Optimization exercise on an open flow, not production practice. RTL: at most simulated, not proved equivalent. Function not checked: run 6. Clock network not from TritonCTS: runs 4 to 7. The clock port is an ideal driver here. Power: default activity.

[design.v]
module flight_top (
    input  logic        clk100mhz,
    input  logic        btnC,
    input  logic [15:0] sw,
    output logic [15:0] led
);
    logic rst;
    assign rst = btnC;
    logic [16:0] m;
    logic        fresh;    
    logic        upd;
    assign upd = m[16] & m[15] & m[10] & m[9] & m[7] & m[5];
    always_ff @(posedge clk100mhz) begin
        if (rst) m <= 17'd0;
        else     m <= (m + 17'd1) & ~({17{upd}} & 17'd100000);
        fresh <= rst | (fresh & ~upd);
    end
    logic [4:0] t;
    assign t = m[4:0];
    logic hz, p1, p2;
    assign hz = (m[16:7] == 10'd0);
    assign p1 = hz & ~m[6] &  m[5] & ~t[4];     
    assign p2 = hz &  m[6] & ~m[5];             
    logic lo8, lo16, t0, t31;
    assign lo8  = ~t[4] & ~t[3];
    assign lo16 = ~t[4];
    assign t0   = (t == 5'd0);
    assign t31  = (t == 5'd31);
    logic [7:0]  L, N, C, Il;
    logic [15:0] R, E, Ih;
    logic [12:0] P;
    logic [7:0]  V;
    logic L_t, N_t, C_t, Il_t, R_t, E_t, Ih_t, P_t;
    assign L_t  = L[7];
    assign N_t  = N[7];
    assign C_t  = C[7];
    assign Il_t = Il[7];
    assign R_t  = R[15];
    assign E_t  = E[15];
    assign Ih_t = Ih[15];
    assign P_t  = P[12];
    logic vsel, astr;
    assign vsel = V[t[2:0]];
    assign astr = t[3] ? vsel : L_t;
    logic cr_q, cr_in, r_x, r_s, r_c;
    assign cr_in = t0 ? 1'b0 : cr_q;
    assign r_x   = lo8 & (m[6] ? C_t : N_t);
    assign {r_c, r_s} = R_t + r_x + cr_in;
    logic nf_q, nf_in, neg_o;
    assign nf_in = t0 ? 1'b0 : nf_q;
    assign neg_o = astr ^ nf_in;
    logic sg_q;
    logic g1, g3, g5, g7;
    assign g1 = (t[3:0] != 4'd0);
    assign g3 = t[3] | t[2] | (t[1] & t[0]);
    assign g5 = t[3] | (t[2] & (t[1] | t[0]));
    assign g7 = t[3] | (t[2] & t[1] & t[0]);
    logic x1, x2, x3, x4, x5;
    assign x1 = m[6] ? astr : (g7 & E[6]);
    assign x2 = m[6] ? R_t  : ~(g3 & E[2]);
    assign x3 = m[6] ? (lo8 ? Il_t : Ih_t) : ~(g5 & P[2]);
    assign x4 = m[6] ? (t[4] ? sg_q : E_t) : ~(g3 & P[0]);
    assign x5 = g1 & Ih[8];
    logic [3:0] k_q, k_in;
    assign k_in = t0 ? {1'b0, 1'b1, ~m[6], ~m[6]} : k_q;
    logic sa, ca, sb, cb, sc, cc, sd, cd;
    assign {ca, sa} = x1 + x2 + k_in[0];
    assign {cb, sb} = x3 + x4 + k_in[1];
    assign {cc, sc} = x5 + sa + k_in[2];
    assign {cd, sd} = sb + sc + k_in[3];
    logic d_s, i_s;
    assign d_s = sa;
    assign i_s = sb;
    always_ff @(posedge clk100mhz) begin
        cr_q <= r_c;
        nf_q <= nf_in | astr;
        sg_q <= t[4] ? sg_q : E_t;
        k_q  <= {cd, cc, cb, ca};
    end
    logic w_l, w_n1, w_n2, w_r, w_e, w_p, w_il, w_ih;
    assign w_l  = p2 & lo8;
    assign w_n1 = p1 & t[3];
    assign w_n2 = p2 & ~t[4] & t[3];
    assign w_r  = (p1 | p2) & lo16;
    assign w_e  = p2 & lo16;
    assign w_p  = p2 & (t < 5'd13);
    assign w_il = p2 & lo8;
    assign w_ih = p2 & (t[4] ^ t[3]);
    logic L_h, N_h, C_h, R_h, E_h, P_h, Il_h, Ih_h;
    assign L_h  = ~fresh & (w_l  ? d_s : L_t);
    assign N_h  = w_n1 ? sd : w_n2 ? d_s : N_t;
    assign C_h  = ~fresh & (w_n2 ? N_t : C_t);
    assign R_h  = ~fresh & (w_r  ? r_s : R_t);
    assign E_h  = w_e  ? neg_o : E_t;
    assign P_h  = ~fresh & (w_p  ? E_t : P_t);
    assign Il_h = ~fresh & (w_il ? i_s : Il_t);
    assign Ih_h = ~fresh & (w_ih ? i_s : Ih_t);
    always_ff @(posedge clk100mhz) begin
        L  <= {L[6:0], L_h};
        C  <= {C[6:0], C_h};
        R  <= {R[14:0], R_h};
        E  <= {E[14:0], E_h};
        P  <= {P[11:0], P_h};
        Il <= {Il[6:0], Il_h};
        Ih <= {Ih[14:0], Ih_h};
        if (upd)
            N <= {sw[1], sw[2], sw[3], sw[4], sw[5], sw[6], sw[7], sw[0]};
        else
            N <= {N[6:0], N_h};
        if (rst)      V <= 8'd0;
        else if (upd) V <= {N[0], N[1], N[2], N[3], N[4], N[5], N[6], N[7]};
    end
    assign led = {8'd0, V};
endmodule
[flow/run.sh]
#!/bin/bash
# Standard layout with: small port buffers, one shared tie cell, and a clock
# tree without dummy loads.
set -euo pipefail
bash standard.sh finish \
  SKIP_REPAIR_TIE_FANOUT=1 \
  BUFFER_PORTS_ARGS="-buffer_cell sky130_fd_sc_hd__buf_1" \
  CTS_ARGS="-sink_clustering_enable -repair_clock_nets -dont_use_dummy_load -buf_list sky130_fd_sc_hd__clkbuf_4" \
  > make.log 2>&1
[standard.sh]
#!/bin/bash
# synth_recipe.tcl (not shown) runs the flow's synth.tcl, then flattens the netlist and writes it again
# the make line also repeats each setting of config.mk as NAME=value (left out here)
make -C /OpenROAD-flow-scripts/flow DESIGN_CONFIG=/design/flow/config.mk WORK_HOME=/design/flow/orfs CLKGATE_MAP_FILE= SYNTH_SCRIPT=/design/flow/synth_recipe.tcl "${@:-finish}"
[config.mk]
export PLATFORM = sky130hd
export DESIGN_NAME = flight_top
export DESIGN_NICKNAME = flight_top
export VERILOG_FILES = /design/flow/design.v
export SDC_FILE = /design/flow/constraint.sdc
export NUM_CORES = 4
export LEC_CHECK = 0
export ABC_AREA = 1
export CAP_MARGIN = 20
export CORE_MARGIN = 2
export CORE_UTILIZATION = 75
export PLACE_DENSITY = 0.85
export SLEW_MARGIN = 20
[constraint.sdc]
create_clock -name core_clock -period 10.0 [get_ports {clk100mhz}]
set_input_delay 2.0000 -clock core_clock [delete_from_list [all_inputs] [get_ports {clk100mhz}]]
set_output_delay 2.0000 -clock core_clock [all_outputs]
set_load 0.01 [all_outputs]
==> out/metrics.cfg, run 1 <==
[power_and_ir_drop]
switching_share = 0.207
peakVddDrop_mv = 0.129
p_switching_mw = 0.153
combPwrFrac = 0.025
pwr-share-clk = 0.291
power.internal_mw = 0.589
leakage_nw = 1.69
power_frac_seq = 0.684
power.density_nw_per_um2 = 180

[clock_network]
hold_buffers = 0
cts_max_level = 4
cts_buffers = 17
cts.clk_slew.worst_paths_ns = 0.10
postCtsSetupBuffers = 0
clk_path_buf_depth = 2
cts.sinks = 126
cts_tree = done
clk-insertion-delay-late_ns = 0.49
cts_root_buf = clkbuf_4
cts_resized = 0

[synthesis]
async_reset_ff_frac = 0
yosys.cell_types.count = 38
synth_area_sq_um = 3930
syn-instance-count = 388
synth_nets = 418
synth_flop_cell = dfxtp_1
yosysWarnings = 1
ys_seq_area_frac = 0.641
synth_edf_count = 0
synthTopCellsByArea = dfxtp_1 (64%), nand2_1 (5.3%), nor2_1 (4.6%)
synth_top_area_frac = 0.641
postSynthAreaPerCell_sq_um = 10.1
ys_seq_elements = 126
synth_top_area_cell = dfxtp_1

[drt]
drtAntennaViolNets = 0
drc = 0
wirelength_microns = 6080
wl_per_cell_microns = 12.7
vias = 2471
drtIter0Drc = 110
viasPerCell = 5.16
first_pass_iters = 6

[timing]
hold_viol_final = 0
fin_skew_ns = 0.0357
max_freq_mhz = 287
finalCritPeriodShare = 0.349
fin_crit_ns = 3.49
setup_viol = 0
slew_violations = 0
hold_ws_ns = 0.297
fin_tns_setup_ns = 0
rsz0062_at_grt = no

[worst_setup_path]
rr_endpoint = N[0]$_DFF_P_
cp.arrival_ns = 3.90
cp.required_ns = 10.41
r2r_start = m[0]$_SDFF_PP0_
start_kind = register
cp_max_fo = 9
critPathLaunch = m[0]$_SDFF_PP0_
worstSetupEndpointType = register
path_class = reg -> reg
r2r_setup_slack_ns = 6.51
worstRegToRegCells = 13
crit_end = N[0]$_DFF_P_

[place]
portBuffers = 17
placed_cell_area_sq_um = 3990
globalplace.congestion = 0.867
hpwl_microns = 4250

[global_routing]
grt_first_pass_wirelength_microns = 11000
grt_usage = 0.247
overflow = 0
grt_pass1_vias = 2493
antenna_found_initial = 0
grt_max_degree = 19

[floorplan]
io_pins = 34
die_x_microns = 76.4
core_area_sq_um = 5070
fp-row-count = 26
die_area_sq_um = 5840
initial_core_util = 0.775
die_y_microns = 76.4

[final_layout]
final_nets = 441
stdcell_area_sq_um = 4110
diodes = 0
area_growth_pct = 4.58
drive_above_1_share = 0.0905
fillers = 319

[worst_hold_path]
min_from = P[5]$_DFF_P_
hp-class = reg -> reg

[outcome]
status = finished clean

[run]
maxCapViolCount = 0

[worst min path at each step]
stage | end | slack, ns | depth (start not counted)
finish | P[6]$_DFF_P_ | 0.30 | 0
global route | C[1]$_DFF_P_ | 0.31 | 0
CTS | P[6]$_DFF_P_ | 0.30 | 0
detailed placement | E[6]$_DFF_P_ | 0.31 | 0
global placement | Ih[6]$_DFF_P_ | 0.31 | 0
floorplan | C[1]$_DFF_P_ | 0.31 | 0
[per-stage QoR]
stage / utilization / instances / power (mW) / setup WS (ns)
2_1_floorplan: - / 388 / 0.534 / 6.99
3_3_place_gp: 0.786 / 462 / 0.536 / 6.66
3_5_place_dp: 0.786 / 462 / 0.538 / 6.55
4_1_cts: 0.811 / 479 / 0.751 / 6.53
5_1_grt: 0.811 / 479 / 0.775 / 6.27
6_report: 0.811 / 479 / 0.742 / 6.51
[synthesized netlist by cell type (2+ instances only)]
master    instances
a21oi_1          15
inv_2             5
ha_1              7
o211ai_1          2
nand2_1          56
buf_6             2
nand3_2           2
nand4_1           4
o21ai_0          29
nor2_1           48
nor3_1            9
nand2_2           2
xor2_1            2
nor3_4            3
inv_1            35
dfxtp_1         126
fa_1              5
nand3_1           8
buf_4             9
[state kept, by name, summed over array words and instances (netlist names)]
name / count
C: 8
E: 16
Ih: 16
Il: 8
L: 8
N: 8
P: 13
R: 16
V: 8
cr_q: 1
fresh: 1
k_q: 4
m: 17
nf_q: 1
sg_q: 1
[routing by layer]
metal,routed length (microns),vias to the layer above,global-route usage
li1,-,1267,-
met1,2730,1130,0.310
met2,2950,65,0.373
met3,313,9,0.0972
met4,87,0,0.124
met5,0,-,0
[layout make-up]
cell class / count / area, sq um / area share
Tap cell: 70 / 87.6 / 0.0213
Clock buffer: 17 / 128 / 0.0310
Sequential cell: 126 / 2520 / 0.613
Inverter: 41 / 155 / 0.0377
Multi-Input combinational cell: 208 / 1160 / 0.281
Timing Repair Buffer: 17 / 63.8 / 0.0155
[power by group through the flow]
stage / Sequential (mW) / Combinational [mW] / Clock [mW]
finish: 0.507 / 0.0186 / 0.216
CTS: 0.507 / 0.0187 / 0.225
global route: 0.508 / 0.0226 / 0.244
global placement: 0.519 / 0.0176 / 0
detailed placement: 0.519 / 0.0185 / 0
floorplan: 0.518 / 0.0164 / 0
[logic make-up (layout without fill, tap and decap cells)]
family          Yosys count  count (layout)  synth area share
simple gates            141             141             0.169
flops                   126             126             0.641
compound gates           51              51            0.0681
buf+inv                  54              75            0.0646
xor+xnor                  2               2           0.00445
other cells               1               1          0.000953
fa+ha+maj                12              12            0.0477
mux                       1               1           0.00382
[worst max-delay path, cell delays in order, from the launching register on]
cell     delay, ns
dfxtp_1       0.50
inv_1         0.15
ha_1          0.25
nand3_1       0.18
inv_1         0.12
o21ai_0       0.18
inv_1         0.08
fa_1          0.53
fa_1          0.51
fa_1          0.50
inv_1         0.05
o21ai_0       0.19
inv_1         0.06
a21oi_1       0.13
[placed cells by master, fill, tap and decap left out, drive strengths merged]
cell,synthesis,final
a21oi,15,15
ha,7,7
nor3b,1,1
or2,2,2
nor2,49,49
mux2,1,1
nand4,4,4
a31oi,1,1
inv,40,40
clkinv,1,1
o21ai,30,30
nor4,1,1
a211oi,1,1
nor3,13,13
conb,1,1
dfxtp,126,126
nand3b,1,1
a21boi,1,1
buf,13,17
o22ai,1,1
clkbuf,0,17
xor2,2,2
nand3,11,11
o211ai,2,2
fa,5,5
nand2,59,59
==> run 2, diff against run 1 <==
--- a/config.mk
+++ b/config.mk
@@ -7,3 +7,2 @@
 export LEC_CHECK = 0
-export ABC_AREA = 1
 export CAP_MARGIN = 20
==> run 2 against run 1 <==
  * Clock power rose by 2%
  * Register-to-register slack got worse by 0.26 ns
  * Global-route usage is 1.8 points higher
  * Non-clock buffer count unchanged
  * Still clean on timing, DRC and antenna
  * Utilization is 0.17 points lower
  * Highest routed layer unchanged
  * Largest cell class unchanged
==> out/metrics.cfg, run 2 <==
[place]
globalplace.congestion = 0.834  ; -3.8%
portBuffers = 17  ; unchanged
dp_cells = 419  ; -9.3%
hpwl_microns = 4760  ; +12%
placed_cell_area_sq_um = 3980  ; -0.22%
preCtsSetupSlack_ns = 6.32  ; -0.232 ns

[worst_setup_path]
path_delay_family = adder cells
cp_cell_sequence = mux4_2 -> nand2_1 -> nand3_1 -> a21o_1 -> fa_1 -> fa_1 -> fa_1 -> nand2_1 -> a2bb2oi_1 -> nand2b_1 -> a31oi_1
cp.required_ns = 10.41  ; about the same
start_kind = register
cpMostUsedCell = fa_1
worstSetupEndpointType = register
critPathMaxStageDelay_ns = 0.57  ; +0.04 ns
cp.arrival_ns = 4.16  ; +0.26 ns
path_class = reg -> reg
crit_buf_inv = 0  ; -5
cp_max_fo = 8  ; -1
critPathSlowestCell = fa_1

[synthesis]
synth_edf_count = 0  ; unchanged
synth_top_area_frac = 0.641  ; about the same
async_reset_ff_frac = 0  ; unchanged
yosysMostFrequentCell = dfxtp_1
yosysWarnings = 1  ; unchanged
ys_seq_elements = 126  ; unchanged
ys_top_cells_by_count = dfxtp_1 (126), nand2_1 (53), a21oi_1 (19), nor2_1 (17), nand3_1 (12)
synthTopCellsByArea = dfxtp_1 (64%), nand2_1 (5.1%), fa_1 (2.5%)
ys_seq_area_frac = 0.641  ; about the same
synth_top_area_cell = dfxtp_1
syn-instance-count = 352  ; -9.3%
synth_nets = 382  ; -8.6%
synth_flop_cell = dfxtp_1
yosys.cell_types.count = 47  ; +24%
postSynthAreaPerCell_sq_um = 11.2  ; +10%
synth_area_sq_um = 3940  ; about the same

[drt]
drtIter0Drc = 171  ; +55%
first_pass_iters = 5  ; -1
wl_per_cell_microns = 16.1  ; +27%
viasPerCell = 5.65  ; +9.5%
drc = 0  ; unchanged
wirelength_microns = 7030  ; +16%
vias = 2462  ; -0.36%
drtAntennaViolNets = 0  ; unchanged

[floorplan]
io_pins = 34  ; unchanged
die_x_microns = 76.5  ; about the same
die_area_sq_um = 5850  ; about the same
die_y_microns = 76.5  ; about the same
initial_core_util = 0.776  ; about the same
core_area_sq_um = 5070  ; unchanged
fp-row-count = 26  ; unchanged

[final_layout]
top_register = m
post-route-util = 0.809  ; -0.00173
mostFrequentLayoutCells = dfxtp_1 (126), nand2_1 (53), a21oi_1 (19)
drive_above_1_share = 0.0820  ; -0.00850
stdcell_area_sq_um = 4110  ; -0.21%
final_common_cell = dfxtp_1
final_nets = 398  ; -9.8%
largest_reg_flops = 17  ; unchanged
area_growth_pct = 4.26
diodes = 0  ; unchanged
final_cell_count_no_fill = 436  ; -9.0%

[clock_network]
cts_tree = done
cts_root_buf = clkbuf_4
cts.clk_slew.worst_paths_ns = 0.11  ; about the same
cts_buffers = 17  ; unchanged
clk-insertion-delay-late_ns = 0.50  ; about the same
cts_max_level = 4  ; unchanged
postCtsSetupBuffers = 0  ; unchanged
cts_resized = 0  ; unchanged
clk_path_buf_depth = 2  ; unchanged
cts.sinks = 126  ; unchanged
hold_buffers = 0  ; unchanged

[timing]
fin_crit_ns = 3.74  ; +0.257 ns
slew_violations = 0  ; unchanged
max_freq_mhz = 267  ; -6.9%
hold_viol_final = 0  ; unchanged
hold_ws_ns = 0.316  ; +0.0196 ns
finalCritPeriodShare = 0.374  ; +0.0257
slew_headroom = 0.310
fin_skew_ns = 0.0394  ; +0.00369 ns
setup_viol = 0  ; unchanged
rsz0062_at_grt = no
tightestPinTransition_ns = 1.03
fin_tns_setup_ns = 0  ; unchanged
worst_slack_ns = 6.26  ; -0.257 ns

[global_routing]
overflow = 0  ; unchanged
antenna_found_initial = 0  ; unchanged
grt_usage = 0.265  ; +0.0183
grt_max_degree = 22  ; +3
grt_first_pass_wirelength_microns = 11700  ; +6.5%
grt_pass1_vias = 2504  ; +0.44%

[power_and_ir_drop]
peakVddDrop_mv = 0.165  ; +28%
p_total_mw = 0.757  ; +2.1%
leakage_nw = 1.58  ; -6.6%
power.density_nw_per_um2 = 184  ; +2.3%

[worst_hold_path]
hp-class = reg -> reg

[run]
maxCapViolCount = 0  ; unchanged

[outcome]
status = finished clean

-- run 2: cell count changes in the layout (fill, tap and decap cells not counted), moves of 4 or more --
cell / before / now
nor3_1: 9 / 1
nor2_1: 48 / 17
xnor2_1: 0 / 5
o21ai_0: 29 / 8
inv_1: 35 / 10
nand2b_1: 0 / 6
inv_2: 5 / 0
nand3_1: 8 / 12
and4_1: 0 / 4
nor2b_1: 0 / 7
or3_1: 0 / 4
a21oi_1: 15 / 19
-- run 2: layer usage --
| layer | global-route usage | part of all wire |
|---|---|---|
| met4 | 0.138 | 0.031 |
| met2 | 0.418 | 0.49 |
| met1 | 0.324 | 0.43 |
| met5 | 0 | 0 |
| met3 | 0.0912 | 0.053 |
-- run 2: kinds of logic after synthesis --
group	after synthesis	share of synthesized area
AND/OR/NAND/NOR	125	0.162
AO/OA/AOI/OAI	41	0.0623
flip-flops	126	0.641
other	1	0.000952
adder cells (fa/ha/maj)	12	0.0477
XOR/XNOR	9	0.0200
multiplexers	8	0.0289
buffers and inverters	30	0.0378
-- run 2: report_power, final --
part | switching, mW | internal (mW)
sequential | 0.00333 | 0.506
clock | 0.143 | 0.0776
combinational | 0.0159 | 0.0105
-- run 2: final timing paths --
path	slack [ns]	cells after the start	startpoint	endpoint
setup / recovery	6.26	11	m[0]$_SDFF_PP0_	N[0]$_DFF_P_
hold / removal	0.32	0	E[0]$_DFF_P_	E[1]$_DFF_P_
setup reg to reg	6.26	11	m[0]$_SDFF_PP0_	N[0]$_DFF_P_
hold reg to reg	0.32	0	E[0]$_DFF_P_	E[1]$_DFF_P_
-- run 2: cell type report --
class / instances / area (sq um)
Clock buffer: 17 / 128
Fill cell: 333 / 970
Inverter: 10 / 37.5
Multi-Input combinational cell: 196 / 1270
Sequential cell: 126 / 2520
Tap cell: 70 / 87.6
Timing Repair Buffer: 17 / 63.8
==> run 3, diff against run 2 <==
--- a/flow/run.sh
+++ b/flow/run.sh
@@ -6,2 +6,3 @@
   SKIP_REPAIR_TIE_FANOUT=1 \
+  POST_FLOORPLAN_TCL="$PWD/flow/downsize.tcl" \
   BUFFER_PORTS_ARGS="-buffer_cell sky130_fd_sc_hd__buf_1" \
==> flow/downsize.tcl (new file) <==
# Timing has several ns of slack, so give every logic gate the smallest
# drive strength of its kind (the cell with the least area); registers and
# adders are left as they are. Later repair steps still upsize any cell that
# needs it for slew or capacitance.
set db [ord::get_db]
set block [ord::get_db_block]
set n 0
set saved 0.0
foreach inst [$block getInsts] {
  set m [[$inst getMaster] getName]
  if {![regexp {^(sky130_fd_sc_hd__([a-z0-9]+))_([0-9]+)$} $m -> base kind drive]} { continue }
  if {[regexp {^(df|edf|sdf|dl|fa|ha|conb|tap|fill|decap|diode|clk)} $kind]} { continue }
  set best $m
  set barea [[$inst getMaster] getArea]
  foreach d {0 1 2 4 6 8 12 16} {
    set cand "${base}_$d"
    if {$cand eq $m} { continue }
    set cm [$db findMaster $cand]
    if {$cm eq "NULL" || $cm eq ""} { continue }
    if {[llength [get_lib_cells -quiet */$cand]] == 0} { continue }
    set lc [get_lib_cells */$cand]
    if {[get_property $lc dont_use]} { continue }
    if {[$cm getArea] < $barea} { set best $cand; set barea [$cm getArea] }
  }
  if {$best ne $m} {
    set saved [expr {$saved + ([[$inst getMaster] getArea] - $barea) / 1e6}]
    replace_cell [$inst getName] [get_lib_cells */$best]
    incr n
  }
}
puts "downsize: $n cells made smaller, [format %.1f $saved] um2 saved"
==> run 3 against run 2 <==
  * Final cell count stayed put
  * Count of clock-buffer cells in the layout stayed put
  * Still clean on timing, DRC and antenna
  * Worst hold slack got worse by 0.013 ns
  * Routed wire length fell by 6.1%
==> out/metrics.cfg, run 3 <==
[outcome]
status = finished clean

[run]
maxCapViolCount = 0  ; unchanged

[power_and_ir_drop]
peakVddDrop_mv = 0.141  ; -15%
power.density_nw_per_um2 = 185  ; +0.51%
p_total_mw = 0.755  ; -0.22%
leakage_nw = 1.58  ; -0.14%

[worst_setup_path]
path_class = reg -> reg
start_kind = register
critPathMaxStageDelay_ns = 0.68  ; +0.11 ns
r2r_start = m[0]$_SDFF_PP0_
r2r_setup_slack_ns = 6.24  ; about the same
cp_cell_sequence = mux4_2 -> nand2_1 -> nand3_1 -> a21o_1 -> fa_1 -> fa_1 -> fa_1 -> nand2_1 -> a2bb2oi_1 -> nand2b_1 -> a31oi_1
critPathSlowestCell = fa_1
cpMostUsedCell = fa_1
path_depth = 11  ; unchanged
crit_end = N[0]$_DFF_P_
path_delay_family = adder cells
cp.required_ns = 10.40  ; about the same
crit_buf_inv = 0  ; unchanged
cp_max_fo = 8  ; unchanged
cp.arrival_ns = 4.16  ; about the same
critPathLaunch = m[0]$_SDFF_PP0_
worstSetupEndpointType = register
rr_endpoint = N[0]$_DFF_P_
worstRegToRegCells = 11  ; unchanged

[clock_network]
cts_tree = done
clk_path_buf_depth = 2  ; unchanged
cts.sinks = 126  ; unchanged
cts_buffers = 17  ; unchanged
cts_max_level = 4  ; unchanged
cts.clk_slew.worst_paths_ns = 0.11  ; about the same
clk-insertion-delay-late_ns = 0.51  ; about the same
cts_root_buf = clkbuf_4
hold_buffers = 0  ; unchanged
postCtsSetupBuffers = 0  ; unchanged
cts_resized = 0  ; unchanged

[drt]
drc = 0  ; unchanged
drtAntennaViolNets = 0  ; unchanged
vias = 2372  ; -3.7%
wl_per_cell_microns = 15.1  ; -6.1%
viasPerCell = 5.44  ; -3.7%
wirelength_microns = 6600  ; -6.1%
drtIter0Drc = 123  ; -28%
first_pass_iters = 5  ; unchanged

[floorplan]
core_area_sq_um = 5070  ; unchanged
initial_core_util = 0.776  ; unchanged
fp-row-count = 26  ; unchanged
die_x_microns = 76.5  ; unchanged
die_area_sq_um = 5850  ; unchanged
io_pins = 34  ; unchanged
die_y_microns = 76.5  ; unchanged

[global_routing]
antenna_found_initial = 0  ; unchanged
grt_max_degree = 22  ; unchanged
overflow = 0  ; unchanged
grt_pass1_vias = 2302  ; -8.1%
grt_usage = 0.256  ; -0.00969
grt_first_pass_wirelength_microns = 11200  ; -4.0%

[final_layout]
largest_reg_flops = 17  ; unchanged
post-route-util = 0.803  ; -0.00592
mostFrequentLayoutCells = dfxtp_1 (126), nand2_1 (54), a21oi_1 (19)
diodes = 0  ; unchanged
final_nets = 398  ; unchanged
top_register = m
drive_above_1_share = 0.0656  ; -0.0164
final_common_cell = dfxtp_1
area_growth_pct = 3.50
final_cell_count_no_fill = 436  ; unchanged

[place]
preCtsSetupSlack_ns = 6.29  ; -0.0316 ns
hpwl_microns = 4650  ; -2.4%
portBuffers = 17  ; unchanged
dp_cells = 419  ; unchanged
globalplace.congestion = 0.861  ; +3.2%

[timing]
fin_skew_ns = 0.0425  ; +0.00312 ns
setup_viol = 0  ; unchanged
finalCritPeriodShare = 0.376  ; +0.00131
worst_slack_ns = 6.24  ; -0.0131 ns
slew_violations = 0  ; unchanged
tightestPinTransition_ns = 1.06  ; +0.0269 ns
max_freq_mhz = 266  ; -0.35%
fin_tns_setup_ns = 0  ; unchanged
slew_headroom = 0.292  ; -0.0180
hold_viol_final = 0  ; unchanged
rsz0062_at_grt = no
fin_crit_ns = 3.76  ; +0.0131 ns

[synthesis]
yosys.cell_types.count = 47  ; unchanged
synthXorXnorAreaFrac = 0.0200  ; unchanged
ys_seq_elements = 126  ; unchanged
synth_top_family_by_area = simple AND/OR/NAND/NOR gates
ys_top_cells_by_count = dfxtp_1 (126), nand2_1 (53), a21oi_1 (19), nor2_1 (17), nand3_1 (12)
async_reset_ff_frac = 0  ; unchanged
synth_mux_area_frac = 0.0289  ; unchanged
synthSimpleGateAreaFrac = 0.162  ; unchanged
synth_top_area_cell = dfxtp_1
ys_seq_area_frac = 0.641  ; unchanged
synth_flop_cell = dfxtp_1
yosysWarnings = 1  ; unchanged
synth_area_sq_um = 3940  ; unchanged
synth_nets = 382  ; unchanged
postSynthAreaPerCell_sq_um = 11.2  ; unchanged
synth_adder_area_share = 0.0477  ; unchanged
yosysMostFrequentCell = dfxtp_1
synth_top_area_frac = 0.641  ; unchanged
synth_compound_area_frac = 0.0623  ; unchanged
synth_edf_count = 0  ; unchanged
synthTopCellsByArea = dfxtp_1 (64%), nand2_1 (5.1%), fa_1 (2.5%)
syn-instance-count = 352  ; unchanged

[worst_hold_path]
whs_path_depth = 0  ; unchanged
hp-class = reg -> reg

run 3: cell counts after synthesis:
Identical to the previous run, type by type.
run 3: final cells by class:
type                       count  area [sq um]
multi-input combinational    196          1240
inverter                      10          37.5
clock buffer                  17           128
timing repair buffer          17          63.8
tap                           70          87.6
sequential                   126          2520
fill                         307          1000
run 3: through the flow:
stage | area, sq um | hold slack [ns]
floorplan | 3940 | 0.310
global route | 4080 | 0.310
CTS | 4080 | 0.306
global placement | 3950 | 0.310
detailed placement | 3950 | 0.312
finish | 4080 | 0.304
run 3: kinds of logic (layout without fill, tap and decap cells):
group,count (synthesis),after routing
and+or+nand+nor,125,125
other,1,1
DFF,126,126
AOI/OAI and AO/OA,41,41
muxes,8,8
buffers and inverters,30,44
adders and majority gates,12,12
xor gates and xnor gates,9,9
run 3: layer usage:
metal / track usage / wire (microns) / vias up
met1: 0.327 / 3010 / 1113
met3: 0.0735 / 304 / 13
met4: 0.135 / 106 / 0
li1: - / - / 1192
met2: 0.396 / 3180 / 54
met5: 0 / 0 / -
run 3: power by group:
part | switching (mW) | internal [mW] | leakage, nW
combinational | 0.0163 | 0.0109 | 0.483
clock | 0.140 | 0.0775 | 0.0782
sequential | 0.00397 | 0.507 | 1.02
total | 0.160 | 0.595 | 1.58
run 3: worst min path at each step:
stage | start | endpoint | slack, ns
finish | Il[4]$_DFF_P_ | Il[5]$_DFF_P_ | 0.30
global route | R[7]$_DFF_P_ | R[8]$_DFF_P_ | 0.31
global placement | P[3]$_DFF_P_ | P[4]$_DFF_P_ | 0.31
CTS | Il[4]$_DFF_P_ | Il[5]$_DFF_P_ | 0.31
detailed placement | Ih[6]$_DFF_P_ | Ih[7]$_DFF_P_ | 0.31
floorplan | C[0]$_DFF_P_ | C[1]$_DFF_P_ | 0.31
==> run 4, diff against run 3 <==
==> flow/run.sh (replaced) <==
#!/bin/bash
# Standard layout with: small port buffers, one shared tie cell, logic gates
# at their smallest drive strength, and a hand-made clock tree (the clock
# port drives four clkbuf_16, each feeding one cluster of flip-flops).
set -euo pipefail
F="$PWD/flow"
bash standard.sh finish \
  SKIP_REPAIR_TIE_FANOUT=1 \
  POST_FLOORPLAN_TCL="$F/downsize.tcl" \
  BUFFER_PORTS_ARGS="-buffer_cell sky130_fd_sc_hd__buf_1" \
  PRE_CTS_TCL="$F/mtree.tcl" \
  POST_CTS_TCL="$F/mpost.tcl" \
  CTS_ARGS="-clk_nets clk100mhz -sink_clustering_enable -repair_clock_nets -dont_use_dummy_load -buf_list sky130_fd_sc_hd__clkbuf_4" \
  > make.log 2>&1
==> flow/mpost.tcl (new file) <==
# Remove the buffers CTS put between the clock port and the leaf buffers of
# the hand-made tree: the port then drives the leaf buffers directly.
set block [ord::get_db_block]
set clknet [$block findNet clk100mhz]
set gone 0
foreach inst [$block getInsts] {
  if {![string match "clkbuf_*clk100mhz*" [$inst getName]]} { continue }
  set out [[$inst findITerm X] getNet]
  foreach it [$out getITerms] {
    if {[$it isOutputSignal]} { continue }
    $it disconnect
    $it connect $clknet
  }
  [$inst findITerm A] disconnect
  [$inst findITerm X] disconnect
  odb::dbInst_destroy $inst
  odb::dbNet_destroy $out
  incr gone
}
puts "mtree: removed $gone top-level clock buffers"
==> flow/mtree.tcl (new file) <==
# Manual clock tree: the clock port drives K leaf buffers, each placed at the
# centre of a k-means cluster of flip-flops and driving that cluster's clock pins.
set K    4
set bufm sky130_fd_sc_hd__clkbuf_16
set db [ord::get_db]
set block [ord::get_db_block]
set clknet [$block findNet clk100mhz]
set sinks {}
foreach it [$clknet getITerms] {
  lappend sinks $it
}
set pts {}
foreach it $sinks {
  set loc [[$it getInst] getLocation]
  lappend pts [list [lindex $loc 0] [lindex $loc 1]]
}
set n [llength $pts]
# k-means, initialised from points sorted by x then split
set order [lsort -integer -index 0 [lmap p $pts {set p}]]
set cent {}
for {set k 0} {$k < $K} {incr k} {
  lappend cent [lindex $order [expr {int(($k + 0.5) * $n / $K)}]]
}
for {set iter 0} {$iter < 50} {incr iter} {
  set asg {}
  foreach p $pts {
    set best 0; set bd 1e30
    for {set k 0} {$k < $K} {incr k} {
      set c [lindex $cent $k]
      set d [expr {abs([lindex $p 0]-[lindex $c 0]) + abs([lindex $p 1]-[lindex $c 1])}]
      if {$d < $bd} { set bd $d; set best $k }
    }
    lappend asg $best
  }
  set newc {}
  for {set k 0} {$k < $K} {incr k} {
    set sx 0; set sy 0; set cnt 0
    foreach p $pts a $asg { if {$a == $k} { set sx [expr {$sx + [lindex $p 0]}]; set sy [expr {$sy + [lindex $p 1]}]; incr cnt } }
    if {$cnt > 0} { lappend newc [list [expr {$sx / $cnt}] [expr {$sy / $cnt}]] } else { lappend newc [lindex $cent $k] }
  }
  set cent $newc
}
set master [$db findMaster $bufm]
for {set k 0} {$k < $K} {incr k} {
  set inst [odb::dbInst_create $block $master "mtree_buf_$k"]
  set net  [odb::dbNet_create $block "mtree_net_$k"]
  $net setSigType CLOCK
  set c [lindex $cent $k]
  $inst setLocation [lindex $c 0] [lindex $c 1]
  $inst setPlacementStatus PLACED
  [$inst findITerm A] connect $clknet
  [$inst findITerm X] connect $net
  foreach it $sinks a $asg {
    if {$a == $k} { $it disconnect; $it connect $net }
  }
  puts "mtree: buffer $k at $c"
}
puts "mtree: $n sinks in $K clusters"
==> run 4 against run 3 <==
  * Still clean on timing, DRC and antenna
  * Total power shrank 3.8%
  * Critical path depth is the same
  * Combinational power grew 2%
  * Sequential power is essentially flat
  * Register-to-register slack lost 0.03 ns
  * Clock skew shrank 0.035 ns
  * Critical endpoint unchanged
  * Largest cell class unchanged
==> out/metrics.cfg, run 4 <==
[floorplan]
initial_core_util = 0.776  ; unchanged
io_pins = 34  ; unchanged
die_y_microns = 76.5  ; unchanged
die_x_microns = 76.5  ; unchanged
die_area_sq_um = 5850  ; unchanged
core_area_sq_um = 5070  ; unchanged
fp-row-count = 26  ; unchanged

[worst_hold_path]
min_from = Il[6]$_DFF_P_
min_to = Il[7]$_DFF_P_
whs_path_depth = 0  ; unchanged
hp-class = reg -> reg

[synthesis]
yosysMostFrequentCell = dfxtp_1
synth_area_sq_um = 3940  ; unchanged
async_reset_ff_frac = 0  ; unchanged
synth_top_area_frac = 0.641  ; unchanged
synth_flop_cell = dfxtp_1
synth_mux_area_frac = 0.0289  ; unchanged
yosys.cell_types.count = 47  ; unchanged
syn-instance-count = 352  ; unchanged
synthSimpleGateAreaFrac = 0.162  ; unchanged
ys_seq_area_frac = 0.641  ; unchanged
yosysWarnings = 1  ; unchanged
synth_top_family_by_area = simple AND/OR/NAND/NOR gates
synthTopCellsByArea = dfxtp_1 (64%), nand2_1 (5.1%), fa_1 (2.5%)
ys_seq_elements = 126  ; unchanged
synth_top_area_cell = dfxtp_1
postSynthAreaPerCell_sq_um = 11.2  ; unchanged
synthXorXnorAreaFrac = 0.0200  ; unchanged
synth_compound_area_frac = 0.0623  ; unchanged
ys_top_cells_by_count = dfxtp_1 (126), nand2_1 (53), a21oi_1 (19), nor2_1 (17), nand3_1 (12)
synth_nets = 382  ; unchanged
synth_adder_area_share = 0.0477  ; unchanged
synth_edf_count = 0  ; unchanged

[timing]
slew_violations = 0  ; unchanged
fin_skew_ns = 0.00746  ; -0.0351 ns
slew_headroom = 0.291  ; -0.00121
tightestPinTransition_ns = 1.06  ; +0.00182 ns
max_freq_mhz = 264  ; -0.70%
finalCritPeriodShare = 0.378  ; +0.00266
rsz0062_at_grt = no
hold_ws_ns = 0.335  ; +0.0316 ns
fin_tns_setup_ns = 0  ; unchanged
fin_crit_ns = 3.78  ; +0.0266 ns
hold_viol_final = 0  ; unchanged
setup_viol = 0  ; unchanged

[place]
portBuffers = 17  ; unchanged
hpwl_microns = 4650  ; unchanged
globalplace.congestion = 0.861  ; unchanged

[global_routing]
grt_first_pass_wirelength_microns = 10900  ; -2.8%
grt_max_degree = 34  ; +55%
grt_pass1_vias = 2252  ; -2.2%
antenna_found_initial = 0  ; unchanged
grt_usage = 0.237  ; -0.0185
overflow = 0  ; unchanged

[outcome]
status = finished clean

[power_and_ir_drop]
peakVddDrop_mv = 0.170  ; +20%
leakage_nw = 1.55  ; -1.8%
power_frac_seq = 0.702  ; +0.026
power.density_nw_per_um2 = 180  ; -3.1%
combPwrFrac = 0.038  ; +0.002
p_switching_mw = 0.135  ; -16%
switching_share = 0.186  ; -0.0266
pwr-share-clk = 0.260  ; -0.028
power.internal_mw = 0.592  ; -0.51%

[worst_setup_path]
cp_max_fo = 8  ; unchanged
r2r_setup_slack_ns = 6.22  ; -0.03 ns
cp.required_ns = 10.09  ; -0.31 ns
cp.arrival_ns = 3.87  ; -0.29 ns
worstSetupEndpointType = register
path_class = reg -> reg
start_kind = register
rr_endpoint = N[0]$_DFF_P_
r2r_start = m[0]$_SDFF_PP0_
worstRegToRegCells = 11  ; unchanged

[drt]
vias = 2307  ; -2.7%
drtAntennaViolNets = 0  ; unchanged
wl_per_cell_microns = 15.4  ; +1.6%
wirelength_microns = 6510  ; -1.5%
viasPerCell = 5.45  ; +0.25%
first_pass_iters = 4  ; -1
drc = 0  ; unchanged
drtIter0Drc = 137  ; +11%

[final_layout]
mostFrequentLayoutCells = dfxtp_1 (126), nand2_1 (54), a21oi_1 (19), nor2_1 (17), buf_1 (17)
final_nets = 385  ; -3.3%
drive_above_1_share = 0.0312  ; -0.0344
top_register = m
largest_reg_flops = 17  ; unchanged
diodes = 0  ; unchanged
final_common_cell = dfxtp_1
area_growth_pct = 2.80

[run]
maxCapViolCount = 0  ; unchanged

[clock_network]
clk-insertion-delay-late_ns = 0.17  ; -0.34 ns
cts.clk_slew.worst_paths_ns = 0.11  ; about the same

## run 4: cell types whose count changed in the layout (fill, tap and decap cells not counted), sizes merged
cell    change
clkbuf     -13
## run 4: critical path, cell delays in order (launching register included)
cell	delay [ns]
dfxtp_1	0.51
mux4_2	0.54
nand2_1	0.08
nand3_1	0.12
a21o_1	0.22
fa_1	0.67
fa_1	0.45
fa_1	0.52
nand2_1	0.06
a2bb2oi_1	0.15
nand2b_1	0.16
a31oi_1	0.22
## run 4: cell families after synthesis
group                    after synthesis
AO/OA/AOI/OAI                         41
XOR/XNOR                               9
adder cells (fa/ha/maj)               12
buffers and inverters                 30
flip-flops                           126
multiplexers                           8
other                                  1
AND/OR/NAND/NOR                      125
## run 4: metal layers
| metal | GRT usage | part of all wire |
|---|---|---|
| met3 | 0.0284 | 0.022 |
| met1 | 0.328 | 0.47 |
| met4 | 0.0782 | 0.019 |
| met5 | 0 | 0 |
| met2 | 0.393 | 0.49 |
## run 4: final cells by class
cell class	count	area [sq um]
plain buffers	4	100
fillers	309	1030
inverters	10	37.5
multi-input cells	196	1240
flip-flops and latches	126	2520
well taps	70	87.6
repair buffers	17	63.8
## run 4: worst max-delay path by stage
stage	start	slack, ns	to
2_1_floorplan	m[0]$_SDFF_PP0_	6.65	N[0]$_DFF_P_
3_3_place_gp	m[0]$_SDFF_PP0_	6.38	N[0]$_DFF_P_
3_5_place_dp	m[0]$_SDFF_PP0_	6.29	N[0]$_DFF_P_
5_1_grt	m[0]$_SDFF_PP0_	6.04	N[0]$_DFF_P_
6_report	m[0]$_SDFF_PP0_	6.22	N[0]$_DFF_P_
## run 4: power groups by stage
stage	Sequential, mW	Clock [mW]	Combinational [mW]
floorplan	0.520	0	0.0228
global placement	0.521	0	0.0244
detailed placement	0.522	0	0.0276
global route	0.511	0.206	0.0312
finish	0.510	0.189	0.0278
## run 4: through the flow
stage,instances,power (mW),cell area [sq um],setup WS [ns],utilization
floorplan,352,0.542,3940,6.65,-
global placement,419,0.546,3950,6.38,0.778
detailed placement,419,0.550,3950,6.29,0.778
global route,423,0.748,4050,6.04,0.798
finish,423,0.727,4050,6.22,0.798
==> run 5, diff against run 4 <==
--- a/design.v
+++ b/design.v
@@ -48,4 +48,3 @@
     assign {r_c, r_s} = R_t + r_x + cr_in;
-    logic nf_q, nf_in, neg_o;
-    assign nf_in = t0 ? 1'b0 : nf_q;
+    logic nf_in, neg_o;
     assign neg_o = astr ^ nf_in;
@@ -64,3 +63,3 @@
     logic [3:0] k_q, k_in;
-    assign k_in = t0 ? {1'b0, 1'b1, ~m[6], ~m[6]} : k_q;
+    assign k_in = t0 ? {1'b0, ~m[6], ~m[6], ~m[6]} : k_q;
     logic sa, ca, sb, cb, sc, cc, sd, cd;
@@ -70,2 +69,4 @@
     assign {cd, sd} = sb + sc + k_in[3];
+    assign nf_in = k_in[2];
+    assign sg_q  = k_q[3];
     logic d_s, i_s;
@@ -75,5 +76,6 @@
         cr_q <= r_c;
-        nf_q <= nf_in | astr;
-        sg_q <= t[4] ? sg_q : E_t;
-        k_q  <= {cd, cc, cb, ca};
+        k_q[0] <= ca;
+        k_q[1] <= cb;
+        k_q[2] <= m[6] ? (nf_in | astr) : cc;
+        k_q[3] <= m[6] ? (t[4] ? sg_q : E_t) : cd;
     end
@@ -90,6 +92,6 @@
     assign L_h  = ~fresh & (w_l  ? d_s : L_t);
-    assign N_h  = w_n1 ? sd : w_n2 ? d_s : N_t;
+    assign N_h  = w_n1 ? sd : w_n2 ? d_s : N_t;      
     assign C_h  = ~fresh & (w_n2 ? N_t : C_t);
     assign R_h  = ~fresh & (w_r  ? r_s : R_t);
-    assign E_h  = w_e  ? neg_o : E_t;
+    assign E_h  = w_e  ? neg_o : E_t;                
     assign P_h  = ~fresh & (w_p  ? E_t : P_t);
==> run 5 against run 4 <==
  * Worst hold slack lost 0.016 ns
  * Critical path depth is the same
  * Largest power group unchanged
  * Clock skew grew 0.014 ns
  * First-iteration DRC count decreased by 34%
  * Routed wire length shrank 10%
  * Global-route usage shrank 1.3 points
  * Fmax is 0.14% lower
  * Register-to-register slack hardly changed
  * Sequential share of layout area shrank 0.16 points
  * Die area is 1.5% lower
==> out/metrics.cfg, run 5 <==
[timing]
fin_crit_ns = 3.79  ; +0.00529 ns
max_freq_mhz = 264  ; -0.14%
rsz0062_at_grt = no
slew_violations = 0  ; unchanged
fin_tns_setup_ns = 0  ; unchanged
worst_slack_ns = 6.21  ; -0.00529 ns
slew_headroom = 0.554  ; +0.263
tightestPinTransition_ns = 0.668  ; -0.393 ns
fin_skew_ns = 0.0211  ; +0.0136 ns
hold_viol_final = 0  ; unchanged
setup_viol = 0  ; unchanged
finalCritPeriodShare = 0.379  ; +0.000529

[final_layout]
mostFrequentLayoutCells = dfxtp_1 (124), nand2_1 (29), a21oi_1 (19), nor2_1 (16), buf_1 (16)
drive_above_1_share = 0.0472  ; +0.0160
largest_reg_flops = 17  ; unchanged
top_register = m
final_common_cell = dfxtp_1
diodes = 0  ; unchanged
area_growth_pct = 3.03
final_nets = 371  ; -3.6%

[drt]
drtAntennaViolNets = 0  ; unchanged
first_pass_iters = 4  ; unchanged
viasPerCell = 5.38  ; -1.3%
wl_per_cell_microns = 14.3  ; -6.9%
vias = 2202  ; -4.6%
wirelength_microns = 5850  ; -10%
drc = 0  ; unchanged
drtIter0Drc = 90  ; -34%

[floorplan]
die_area_sq_um = 5760  ; -1.5%
die_y_microns = 75.9  ; -0.74%
initial_core_util = 0.769  ; -0.00715
core_area_sq_um = 5040  ; -0.64%
io_pins = 34  ; unchanged
fp-row-count = 26  ; unchanged
die_x_microns = 75.9  ; -0.74%

[synthesis]
synth_top_area_cell = dfxtp_1
synth_flop_cell = dfxtp_1
async_reset_ff_frac = 0  ; unchanged
synth_nets = 366  ; -4.2%
synthTopCellsByArea = dfxtp_1 (64%), nand2_1 (2.8%), xnor2_1 (2.7%)
ys_seq_elements = 124  ; -1.6%
synth_edf_count = 0  ; unchanged
synth_top_area_frac = 0.640  ; about the same
synth_area_sq_um = 3880  ; -1.6%
syn-instance-count = 336  ; -4.5%
yosys.cell_types.count = 39  ; -17%
yosysWarnings = 1  ; unchanged
ys_top_cells_by_count = dfxtp_1 (124), nand2_1 (29), a21oi_1 (19), nor2_1 (16), inv_1 (15)
ys_seq_area_frac = 0.640  ; about the same
yosysMostFrequentCell = dfxtp_1
postSynthAreaPerCell_sq_um = 11.5  ; +3.1%

[place]
hpwl_microns = 4060  ; -13%
portBuffers = 17  ; unchanged
preCtsSetupSlack_ns = 6.24  ; -0.0433 ns
globalplace.congestion = 0.815  ; -5.4%

[worst_setup_path]
critPathMaxStageDelay_ns = 0.59  ; -0.08 ns
worstSetupEndpointType = register
critPathSlowestCell = dfxtp_1
crit_buf_inv = 0  ; unchanged
cp_cell_sequence = mux2i_1 -> mux4_2 -> o21a_1 -> mux2i_1 -> fa_1 -> fa_1 -> fa_1 -> nand2_1 -> o2bb2ai_1 -> mux2i_1 -> a31oi_1
path_class = reg -> reg
cp.required_ns = 10.11  ; +0.02 ns
path_delay_family = adder cells
cp.arrival_ns = 3.90  ; +0.03 ns
cp_max_fo = 10  ; +2
start_kind = register

[global_routing]
grt_first_pass_wirelength_microns = 9600  ; -12%
overflow = 0  ; unchanged
antenna_found_initial = 0  ; unchanged
grt_pass1_vias = 2031  ; -9.8%
grt_max_degree = 37  ; +8.8%
grt_usage = 0.224  ; -0.0131

[power_and_ir_drop]
peakVddDrop_mv = 0.204  ; +20%
power.internal_mw = 0.600  ; +1.4%
power_frac_seq = 0.694  ; -0.008
leakage_nw = 1.44  ; -7.0%
switching_share = 0.190  ; +0.00456
p_switching_mw = 0.141  ; +4.4%
power.density_nw_per_um2 = 186  ; +3.3%
pwr-share-clk = 0.250  ; -0.010
combPwrFrac = 0.056  ; +0.018

[run]
maxCapViolCount = 0  ; unchanged

[outcome]
status = finished clean

[clock_network]
cts.clk_slew.worst_paths_ns = 0.12  ; about the same
clk-insertion-delay-late_ns = 0.17  ; about the same

[worst_hold_path]
hp-class = reg -> reg

==> run 5: cell types whose count changed in the layout (fill, tap and decap cells not counted), moves of 5 or more <==
cell / change
nand2_1: -25
xnor2_1: +7
nor3_1: +9
inv_1: +5
mux2i_1: +7
mux2_2: +5
==> run 5: path summary, 6_finish.rpt <==
check / from / endpoint / slack [ns] / cells after the start
min reg2reg: R[5]$_DFF_P_ / R[6]$_DFF_P_ / 0.32 / 0
min: R[5]$_DFF_P_ / R[6]$_DFF_P_ / 0.32 / 0
max reg2reg: m[0]$_SDFF_PP0_ / N[0]$_DFF_P_ / 6.21 / 11
max: m[0]$_SDFF_PP0_ / N[0]$_DFF_P_ / 6.21 / 11
==> run 5: cell families (layout without fill, tap and decap cells) <==
kind of cell	count (synthesis)	in the layout	synth area share
AOI/OAI and AO/OA	41	41	0.0613
xor gates and xnor gates	12	12	0.0271
adders and majority gates	12	12	0.0484
buffers and inverters	34	37	0.0449
DFF	124	124	0.640
muxes	18	18	0.0523
other	1	1	0.000967
and+or+nand+nor	94	94	0.125
==> run 5: area by class of cell <==
class                      count  area, sq um
sequential                   124         2480
timing repair buffer          18         72.6
tap                           70         87.6
multi-input combinational    178         1190
buffer                         4          100
fill                         313         1050
inverter                      15         56.3
==> run 5: routing by layer <==
metal	wire length (microns)	track usage	vias to the layer above
li1	-	-	1117
met5	0	0	-
met2	2760	0.370	50
met3	270	0.0423	7
met1	2730	0.297	1028
met4	90	0.0760	0
==> run 5: power by group through the flow <==
stage                     registers, mW  logic [mW]  clock network [mW]
final                             0.514      0.0416               0.185
after global routing              0.516      0.0465               0.205
after detailed placement          0.526      0.0416                   0
after global placement            0.525      0.0404                   0
after floorplan                   0.522      0.0360                   0
==> run 5: metrics by stage <==
stage	hold slack [ns]	power [mW]	instance area, sq um	std cells	utilization
6_report	0.319	0.741	3990	409	0.792
5_1_grt	0.331	0.767	3990	409	0.792
3_5_place_dp	0.312	0.567	3890	405	0.772
3_3_place_gp	0.310	0.566	3890	405	0.772
2_1_floorplan	0.310	0.558	3880	336	-
==> run 6, diff against run 5 <==
--- a/design.v
+++ b/design.v
@@ -43,3 +43,3 @@
     assign vsel = V[t[2:0]];
-    assign astr = t[3] ? vsel : L_t;
+    assign astr = t[3] ? (vsel & ~fresh) : L_t;
     logic cr_q, cr_in, r_x, r_s, r_c;
@@ -111,6 +111,5 @@
             N <= {N[6:0], N_h};
-        if (rst)      V <= 8'd0;
-        else if (upd) V <= {N[0], N[1], N[2], N[3], N[4], N[5], N[6], N[7]};
+        if (upd) V <= {N[0], N[1], N[2], N[3], N[4], N[5], N[6], N[7]};
     end
-    assign led = {8'd0, V};
+    assign led = {8'd0, V & {8{~fresh}}};
 endmodule
--- a/flow/run.sh
+++ b/flow/run.sh
@@ -1,3 +1,4 @@
 #!/bin/bash
-# Standard layout with: small port buffers, one shared tie cell, logic gates
+# Standard layout with: small port buffers, one shared tie cell, logic
+# re-mapped for area (restructure) with gates
 # at their smallest drive strength, and a hand-made clock tree (the clock
@@ -8,3 +9,3 @@
   SKIP_REPAIR_TIE_FANOUT=1 \
-  POST_FLOORPLAN_TCL="$F/downsize.tcl" \
+  POST_FLOORPLAN_TCL="$F/restructure.tcl" \
   BUFFER_PORTS_ARGS="-buffer_cell sky130_fd_sc_hd__buf_1" \
==> flow/restructure.tcl (new file) <==
# Re-map the combinational logic for area with ABC (OpenROAD's restructure),
# then give every logic gate its smallest drive strength. Registers are not
# touched.
set rmp_dir $::env(OBJECTS_DIR)/rmp
file mkdir $rmp_dir

# restructure reads the liberty file itself and does not honour don't-use
# cells, so hand it a copy of the library without them.
set lib_in [lindex $::env(LIB_FILES) 0]
set lib_out $rmp_dir/no_dont_use.lib
set fi [open $lib_in r]
set fo [open $lib_out w]
set skip 0
set depth 0
while {[gets $fi line] >= 0} {
  if {$skip} {
    incr depth [expr {[regexp -all {\{} $line] - [regexp -all {\}} $line]}]
    if {$depth <= 0} { set skip 0 }
    continue
  }
  if {[regexp {^\s*cell\s*\(\s*"?([^")\s]+)"?\s*\)} $line -> cname]} {
    set bad 0
    foreach pat $::env(DONT_USE_CELLS) {
      if {[string match $pat $cname]} { set bad 1; break }
    }
    if {$bad} {
      set skip 1
      set depth [expr {[regexp -all {\{} $line] - [regexp -all {\}} $line]}]
      if {$depth <= 0} { set skip 0 }
      continue
    }
  }
  puts $fo $line
}
close $fi
close $fo

restructure -liberty_file $lib_out -target area \
  -tielo_port sky130_fd_sc_hd__conb_1/LO -tiehi_port sky130_fd_sc_hd__conb_1/HI \
  -work_dir $rmp_dir -abc_logfile $rmp_dir/abc.log

# restructure gives every constant its own tie cell: let one tie cell drive
# all constant-0 loads and one all constant-1 loads.
set block [ord::get_db_block]
foreach port {LO HI} {
  set keep ""
  foreach inst [$block getInsts] {
    if {[[$inst getMaster] getName] ne "sky130_fd_sc_hd__conb_1"} { continue }
    set it [$inst findITerm $port]
    set net [$it getNet]
    if {$net eq "NULL" || $net eq ""} { continue }
    if {$keep eq ""} { set keep $net; continue }
    foreach l [$net getITerms] {
      if {[$l getInst] eq $inst} { continue }
      $l disconnect
      $l connect $keep
    }
    foreach b [$net getBTerms] {
      $b disconnect
      $b connect $keep
    }
    $it disconnect
    odb::dbNet_destroy $net
  }
}
foreach inst [$block getInsts] {
  if {[[$inst getMaster] getName] ne "sky130_fd_sc_hd__conb_1"} { continue }
  set used 0
  foreach p {LO HI} {
    set n [[$inst findITerm $p] getNet]
    if {$n ne "NULL" && $n ne ""} { set used 1 }
  }
  if {!$used} { odb::dbInst_destroy $inst }
}

source [file dirname [info script]]/downsize.tcl
==> run 6 against run 5 <==
  * Still clean
  * Sequential cell count unchanged
  * Final area decreased by 4.4%
  * Synthesized cell count decreased by 7.1%
  * Utilization decreased by 4.0 points
  * Critical path type unchanged
==> out/metrics.cfg, run 6 <==
[floorplan]
die_y_microns = 76.4  ; +0.64%
io_pins = 34  ; unchanged
core_area_sq_um = 5070  ; +0.65%
die_x_microns = 76.4  ; +0.64%
die_area_sq_um = 5830  ; +1.3%
initial_core_util = 0.774  ; +0.00543
fp-row-count = 26  ; unchanged

[worst_hold_path]
min_from = Ih[2]$_DFF_P_
hp-class = reg -> reg
min_to = Ih[3]$_DFF_P_
whs_path_depth = 0  ; unchanged

[clock_network]
cts.clk_slew.worst_paths_ns = 0.10  ; -0.02 ns
clk-insertion-delay-late_ns = 0.17  ; about the same

[power_and_ir_drop]
leakage_nw = 1.39  ; -3.7%
power_frac_seq = 0.701  ; +0.007
combPwrFrac = 0.044  ; -0.012
peakVddDrop_mv = 0.147  ; -28%
switching_share = 0.185  ; -0.00466
power.internal_mw = 0.588  ; -2.0%
pwr-share-clk = 0.255  ; +0.005
power.density_nw_per_um2 = 189  ; +1.9%
p_switching_mw = 0.134  ; -5.0%

[synthesis]
postSynthAreaPerCell_sq_um = 12.6  ; +9.2%
ys_seq_elements = 124  ; unchanged
synthTopCellsByArea = dfxtp_1 (59%), edfxtp_1 (6.1%), fa_1 (2.5%)
yosysMostFrequentCell = dfxtp_1
synth_nets = 342  ; -6.6%
synth_edf_count = 8  ; +8
ys_top_cells_by_count = dfxtp_1 (116), nor2_1 (19), nor2b_1 (12), inv_1 (11), nand4_1 (11)
synth_area_sq_um = 3930  ; +1.4%
async_reset_ff_frac = 0  ; unchanged
synth_top_area_cell = dfxtp_1
yosysWarnings = 1  ; unchanged
synth_flop_cell = dfxtp_1
synth_top_area_frac = 0.591  ; -0.0493
yosys.cell_types.count = 53  ; +36%
ys_seq_area_frac = 0.652  ; +0.0118
syn-instance-count = 312  ; -7.1%

[worst_setup_path]
path_class = reg -> reg
cp.arrival_ns = 3.71  ; -0.19 ns
r2r_setup_slack_ns = 6.34  ; +0.13 ns
worstSetupEndpointType = register
start_kind = register
cp_max_fo = 16  ; +6
worstRegToRegCells = 16  ; +5
rr_endpoint = N[0]$_DFF_P_
cp.required_ns = 10.05  ; -0.06 ns
r2r_start = m[6]$_SDFF_PP0_

[final_layout]
area_growth_pct = -2.80
fillers = 342  ; +9.3%
post-route-util = 0.752  ; -0.0396
top_register = m
mostFrequentLayoutCells = dfxtp_1 (116), clkinv_1 (34), nor2_1 (31), o21ai_0 (19), buf_1 (17)
final_common_cell = dfxtp_1
multi_input_area_sq_um = 870  ; -27%
final_nets = 356  ; -4.0%
largest_reg_flops = 17  ; unchanged
regArea_sq_um = 2560  ; +3.2%
diodes = 0  ; unchanged
drive_above_1_share = 0.0149  ; -0.0323

[timing]
slew_violations = 0  ; unchanged
fin_skew_ns = 0.0221  ; +0.00107 ns
rsz0062_at_grt = no
slew_headroom = 0.565  ; +0.0114
tightestPinTransition_ns = 0.650  ; -0.0186 ns
fin_crit_ns = 3.66  ; -0.131 ns
max_freq_mhz = 273  ; +3.6%
fin_tns_setup_ns = 0  ; unchanged
setup_viol = 0  ; unchanged
finalCritPeriodShare = 0.366  ; -0.0131
hold_viol_final = 0  ; unchanged

[place]
globalplace.congestion = 0.864  ; +6.0%
portBuffers = 17  ; unchanged
hpwl_microns = 4090  ; +0.79%

[global_routing]
grt_pass1_vias = 2127  ; +4.7%
grt_usage = 0.215  ; -0.00860
grt_first_pass_wirelength_microns = 9950  ; +3.7%
grt_max_degree = 37  ; unchanged
antenna_found_initial = 0  ; unchanged
overflow = 0  ; unchanged

[drt]
drc = 0  ; unchanged
drtIter0Drc = 154  ; +71%
vias = 2234  ; +1.5%
drtAntennaViolNets = 0  ; unchanged
wl_per_cell_microns = 14.5  ; +1.0%
first_pass_iters = 4  ; unchanged
wirelength_microns = 5870  ; +0.27%
viasPerCell = 5.50  ; +2.2%

[run]
maxCapViolCount = 0  ; unchanged

[outcome]
status = finished clean

run 6: changes by cell type in the layout (fill, tap and decap cells not counted), sizes merged, moves of 9 or more:
cell,previous run,this run
nor2,16,31
nand2,29,15
mux2i,9,0
xnor2,12,0
o22ai,0,10
clkinv,0,34
o21ai,10,19
inv,15,0
run 6: metal layers:
layer	routed length [microns]	vias to the layer above	GRT usage	part of all wire
met5	0	-	0	0
met4	74	0	0.0527	0.013
met3	251	6	0.0474	0.043
met2	2770	40	0.348	0.47
met1	2780	1069	0.299	0.47
li1	-	1119	-	-
run 6: through the flow:
step | std cells | instance area (sq um) | hold slack, ns | setup slack, ns | power (mW)
after floorplan | 312 | 3930 | 0.310 | 6.60 | 0.543
after detailed placement | 402 | 3720 | 0.312 | 6.50 | 0.548
final | 406 | 3820 | 0.332 | 6.34 | 0.722
after global placement | 402 | 3720 | 0.311 | 6.59 | 0.546
after global routing | 406 | 3820 | 0.339 | 6.02 | 0.744
run 6: worst max-delay path: stages, from the launching register on:
cell and delay [ns]:
dfxtp_1 0.49, clkinv_1 0.45, o31ai_1 0.29, o22ai_1 0.17, and2_0 0.21, o21bai_1 0.18, a21oi_1 0.41, nor2_1 0.10
a21oi_1 0.20, nand2_1 0.09, o21ai_0 0.12, o21ai_0 0.11, a21oi_1 0.14, a21oi_1 0.06, nor4_1 0.21, a2bb2oi_1 0.24
a21oi_1 0.08
run 6: final cells by class:
cell class                 count  area share
buffer                         4      0.0262
inverter                      34      0.0334
tap                           70      0.0229
sequential                   124       0.671
multi-input combinational    156       0.228
timing repair buffer          18      0.0187
run 6: power groups by stage:
stage / clock, mW / sequential, mW / combinational [mW]
after floorplan: 0 / 0.517 / 0.0260
after global placement: 0 / 0.517 / 0.0292
after detailed placement: 0 / 0.517 / 0.0308
after global routing: 0.203 / 0.507 / 0.0348
final: 0.184 / 0.506 / 0.0317
run 6: how the worst max path moves through the flow:
stage                     cells past startpoint            start            to
after floorplan                              10  m[0]$_SDFF_PP0_  N[0]$_DFF_P_
after global placement                       16  m[6]$_SDFF_PP0_  N[0]$_DFF_P_
after detailed placement                     16  m[6]$_SDFF_PP0_  N[0]$_DFF_P_
after global routing                         16  m[6]$_SDFF_PP0_  N[0]$_DFF_P_
final                                        16  m[6]$_SDFF_PP0_  N[0]$_DFF_P_
run 6: logic make-up after synthesis:
| logic type | count (synthesis) | share of synthesized area |
|---|---|---|
| other | 1 | 0.000954 |
| and+or+nand+nor | 88 | 0.135 |
| adders and majority gates | 12 | 0.0478 |
| buffers and inverters | 27 | 0.0341 |
| AOI/OAI and AO/OA | 32 | 0.0551 |
| xor gates and xnor gates | 10 | 0.0223 |
| muxes | 18 | 0.0529 |
| DFF | 124 | 0.652 |
==> run 7, diff against run 6 <==
--- a/design.v
+++ b/design.v
@@ -43,3 +43,3 @@
     assign vsel = V[t[2:0]];
-    assign astr = t[3] ? (vsel & ~fresh) : L_t;
+    assign astr = t[3] ? vsel : L_t;
     logic cr_q, cr_in, r_x, r_s, r_c;
@@ -111,5 +111,6 @@
             N <= {N[6:0], N_h};
-        if (upd) V <= {N[0], N[1], N[2], N[3], N[4], N[5], N[6], N[7]};
+        if (rst)      V <= 8'd0;
+        else if (upd) V <= {N[0], N[1], N[2], N[3], N[4], N[5], N[6], N[7]};
     end
-    assign led = {8'd0, V & {8{~fresh}}};
+    assign led = {8'd0, V};
 endmodule
--- a/config.mk
+++ b/config.mk
@@ -7,2 +7,3 @@
 export LEC_CHECK = 0
+export ABC_AREA = 1
 export CAP_MARGIN = 20
==> run 7 against run 6 <==
  * Final area decreased by 2.0%
  * Final cell count shrank 3.2%
  * Critical endpoint is now m[16]$_SDFF_PP0_
  * Sequential share of layout area decreased by 0.79 points
  * Critical path type unchanged
  * First-iteration DRC count down 27%
  * Sequential power fell by 1%
  * Global-route usage down 0.96 points
  * Utilization decreased by 1.5 points
  * Register-to-register slack worse by 0.05 ns
  * Synthesized area about the same
  * Combinational power decreased by 12%
  * Fmax shrank 1.4%
  * Routed wire length down 2.2%
==> out/metrics.cfg, run 7 <==
[outcome]
status = finished clean

[power_and_ir_drop]
power.density_nw_per_um2 = 191  ; +1.2%
switching_share = 0.187  ; +0.00196
power.internal_mw = 0.582  ; -1.1%
p_switching_mw = 0.134  ; +0.23%
pwr-share-clk = 0.261  ; +0.006
power_frac_seq = 0.700  ; about the same
peakVddDrop_mv = 0.169  ; +15%
combPwrFrac = 0.039  ; -0.005
leakage_nw = 1.39  ; -0.14%

[synthesis]
postSynthAreaPerCell_sq_um = 9.78  ; -22%
async_reset_ff_frac = 0  ; unchanged
synth_nets = 432  ; +26%
synth_edf_count = 0  ; -8
synth_top_area_frac = 0.631  ; +0.0404
ys_seq_area_frac = 0.631  ; -0.0208
synth_top_area_cell = dfxtp_1
synth_flop_cell = dfxtp_1
synth_area_sq_um = 3930  ; about the same
syn-instance-count = 402  ; +29%
yosysMostFrequentCell = dfxtp_1
synthTopCellsByArea = dfxtp_1 (63%), nand2_1 (6.6%), nor2_1 (3.8%)
yosysWarnings = 1  ; unchanged
ys_seq_elements = 124  ; unchanged
yosys.cell_types.count = 35  ; -34%
ys_top_cells_by_count = dfxtp_1 (124), nand2_1 (69), nor2_1 (40), inv_1 (37), o21ai_0 (29)

[global_routing]
antenna_found_initial = 0  ; unchanged
grt_first_pass_wirelength_microns = 9480  ; -4.7%
grt_usage = 0.206  ; -0.00955
grt_max_degree = 38  ; +2.7%
grt_pass1_vias = 2041  ; -4.0%
overflow = 0  ; unchanged

[final_layout]
fillers = 367  ; +7.3%
drive_above_1_share = 0.0186  ; +0.00369
final_nets = 343  ; -3.7%
regArea_sq_um = 2480  ; -3.1%
stdcell_area_sq_um = 3740  ; -2.0%
multi_input_area_sq_um = 886  ; +1.9%
final_common_cell = dfxtp_1
largest_reg_flops = 17  ; unchanged
area_growth_pct = -4.77
diodes = 0  ; unchanged
top_register = m
mostFrequentLayoutCells = dfxtp_1 (124), clkinv_1 (31), nor2_1 (28), o21ai_0 (25), buf_1 (17)

[worst_hold_path]
min_from = E[1]$_DFF_P_
whs_path_depth = 0  ; unchanged
min_to = E[2]$_DFF_P_
hp-class = reg -> reg

[worst_setup_path]
critPathSlowestCell = dfxtp_1
cp.required_ns = 10.11  ; +0.06 ns
cpMostUsedCell = nor2_1
cp_cell_sequence = clkinv_1 -> nor3_1 -> clkinv_1 -> nor3_1 -> nand2_1 -> nor2_1 -> nand2_1 -> nor2_1 -> nand2_1 -> nor2_1 -> nand2_1 -> nor2_1 -> clkinv_1 -> nor2_1 -> clkinv_1 -> nor3_1 -> o21a_1
r2r_setup_slack_ns = 6.29  ; -0.05 ns
critPathMaxStageDelay_ns = 0.48  ; about the same
worstRegToRegCells = 17  ; +1
rr_endpoint = m[16]$_SDFF_PP0_
start_kind = register
cp.arrival_ns = 3.82  ; +0.11 ns
cp_max_fo = 8  ; -8
worstSetupEndpointType = register
path_class = reg -> reg
r2r_start = m[0]$_SDFF_PP0_

[drt]
viasPerCell = 5.53  ; +0.58%
wl_per_cell_microns = 14.6  ; +1.1%
vias = 2175  ; -2.6%
drtAntennaViolNets = 0  ; unchanged
first_pass_iters = 8  ; +4
drtIter0Drc = 112  ; -27%
wirelength_microns = 5740  ; -2.2%
drc = 0  ; unchanged

[timing]
setup_viol = 0  ; unchanged
slew_violations = 0  ; unchanged
max_freq_mhz = 270  ; -1.4%
hold_viol_final = 0  ; unchanged
tightestPinTransition_ns = 0.546  ; -0.103 ns
fin_crit_ns = 3.71  ; +0.0534 ns
slew_headroom = 0.636  ; +0.0704
fin_tns_setup_ns = 0  ; unchanged
finalCritPeriodShare = 0.371  ; +0.00534
rsz0062_at_grt = no
fin_skew_ns = 0.0184  ; -0.00378 ns

[clock_network]
cts.clk_slew.worst_paths_ns = 0.12  ; +0.02 ns
clk-insertion-delay-late_ns = 0.18  ; about the same

[run]
maxCapViolCount = 0  ; unchanged

[place]
hpwl_microns = 3920  ; -4.2%
globalplace.congestion = 0.934  ; +8.1%
portBuffers = 17  ; unchanged
placed_cell_area_sq_um = 3640  ; -2.0%

[floorplan]
die_y_microns = 76.4  ; about the same
io_pins = 34  ; unchanged
core_area_sq_um = 5070  ; unchanged
initial_core_util = 0.775  ; about the same
die_area_sq_um = 5840  ; about the same
fp-row-count = 26  ; unchanged
die_x_microns = 76.4  ; about the same

==> run 7: cell types whose count changed in the layout (fill, tap and decap cells not counted), moves of 6 or more <==
cell / before / now
a22o_1: 8 / 0
dfxtp_1: 116 / 124
edfxtp_1: 8 / 0
o21ai_0: 19 / 25
o221a_1: 0 / 7
o22a_1: 1 / 7
o22ai_1: 10 / 3
==> run 7: how the worst max path moves through the flow <==
stage / from / end / slack [ns] / cells after the start
after floorplan: m[0]$_SDFF_PP0_ / N[0]$_DFF_P_ / 6.99 / 16
after global placement: m[0]$_SDFF_PP0_ / m[15]$_SDFF_PP0_ / 6.61 / 17
after detailed placement: m[0]$_SDFF_PP0_ / m[16]$_SDFF_PP0_ / 6.44 / 17
after global routing: m[0]$_SDFF_PP0_ / m[15]$_SDFF_PP0_ / 5.93 / 17
final: m[0]$_SDFF_PP0_ / m[16]$_SDFF_PP0_ / 6.29 / 17
==> run 7: final cells by class <==
cell class                      instances  area share
Inverter                               31      0.0311
Tap cell                               70      0.0234
Sequential cell                       124       0.663
Timing Repair Buffer                   18      0.0191
Buffer                                  4      0.0267
Multi-Input combinational cell        146       0.237
==> run 7: cells by family after synthesis <==
family,after synthesis,share of synthesized area
AO/OA/AOI/OAI,60,0.0815
XOR/XNOR,2,0.00446
adder cells (fa/ha/maj),12,0.0477
buffers and inverters,58,0.0678
flip-flops,124,0.631
other,1,0.000954
AND/OR/NAND/NOR,145,0.166
==> run 7: power groups by stage <==
stage	clock (mW)	combinational [mW]	sequential (mW)
global route	0.207	0.0324	0.502
floorplan	0	0.0239	0.511
finish	0.187	0.0280	0.501
global placement	0	0.0260	0.512
detailed placement	0	0.0275	0.512
==> run 7: metal layers <==
layer  track usage  share of wire  vias to the layer above
met5             0              0                        -
met4        0.0764          0.025                        0
met3        0.0438          0.025                       12
met2         0.327           0.47                       35
met1         0.279           0.48                     1024
li1              -              -                     1104
==> run 7: metrics by stage <==
| stage | util | instances | hold slack, ns | power, mW | setup WS, ns |
|---|---|---|---|---|---|
| 2_1_floorplan | - | 402 | 0.310 | 0.535 | 6.99 |
| 3_3_place_gp | 0.718 | 389 | 0.311 | 0.538 | 6.61 |
| 3_5_place_dp | 0.718 | 389 | 0.312 | 0.540 | 6.44 |
| 5_1_grt | 0.738 | 393 | 0.341 | 0.741 | 5.93 |
| 6_report | 0.738 | 393 | 0.325 | 0.716 | 6.29 |
==> run 7: critical path, delay by kind of cell (launching register included) <==
kind	cells	cell delay, ns
simple gates	12	2.37
buf+inv	4	0.67
flops	1	0.48
compound gates	1	0.15

Setup slack of run 7, layout unchanged: 6.290 ns with ideal ports, 6.290 ns with driving cells assumed (clock clkbuf_16, inputs buf_2), 6.290 ns with port delays also shifted by the 0.240 ns mid clock arrival.
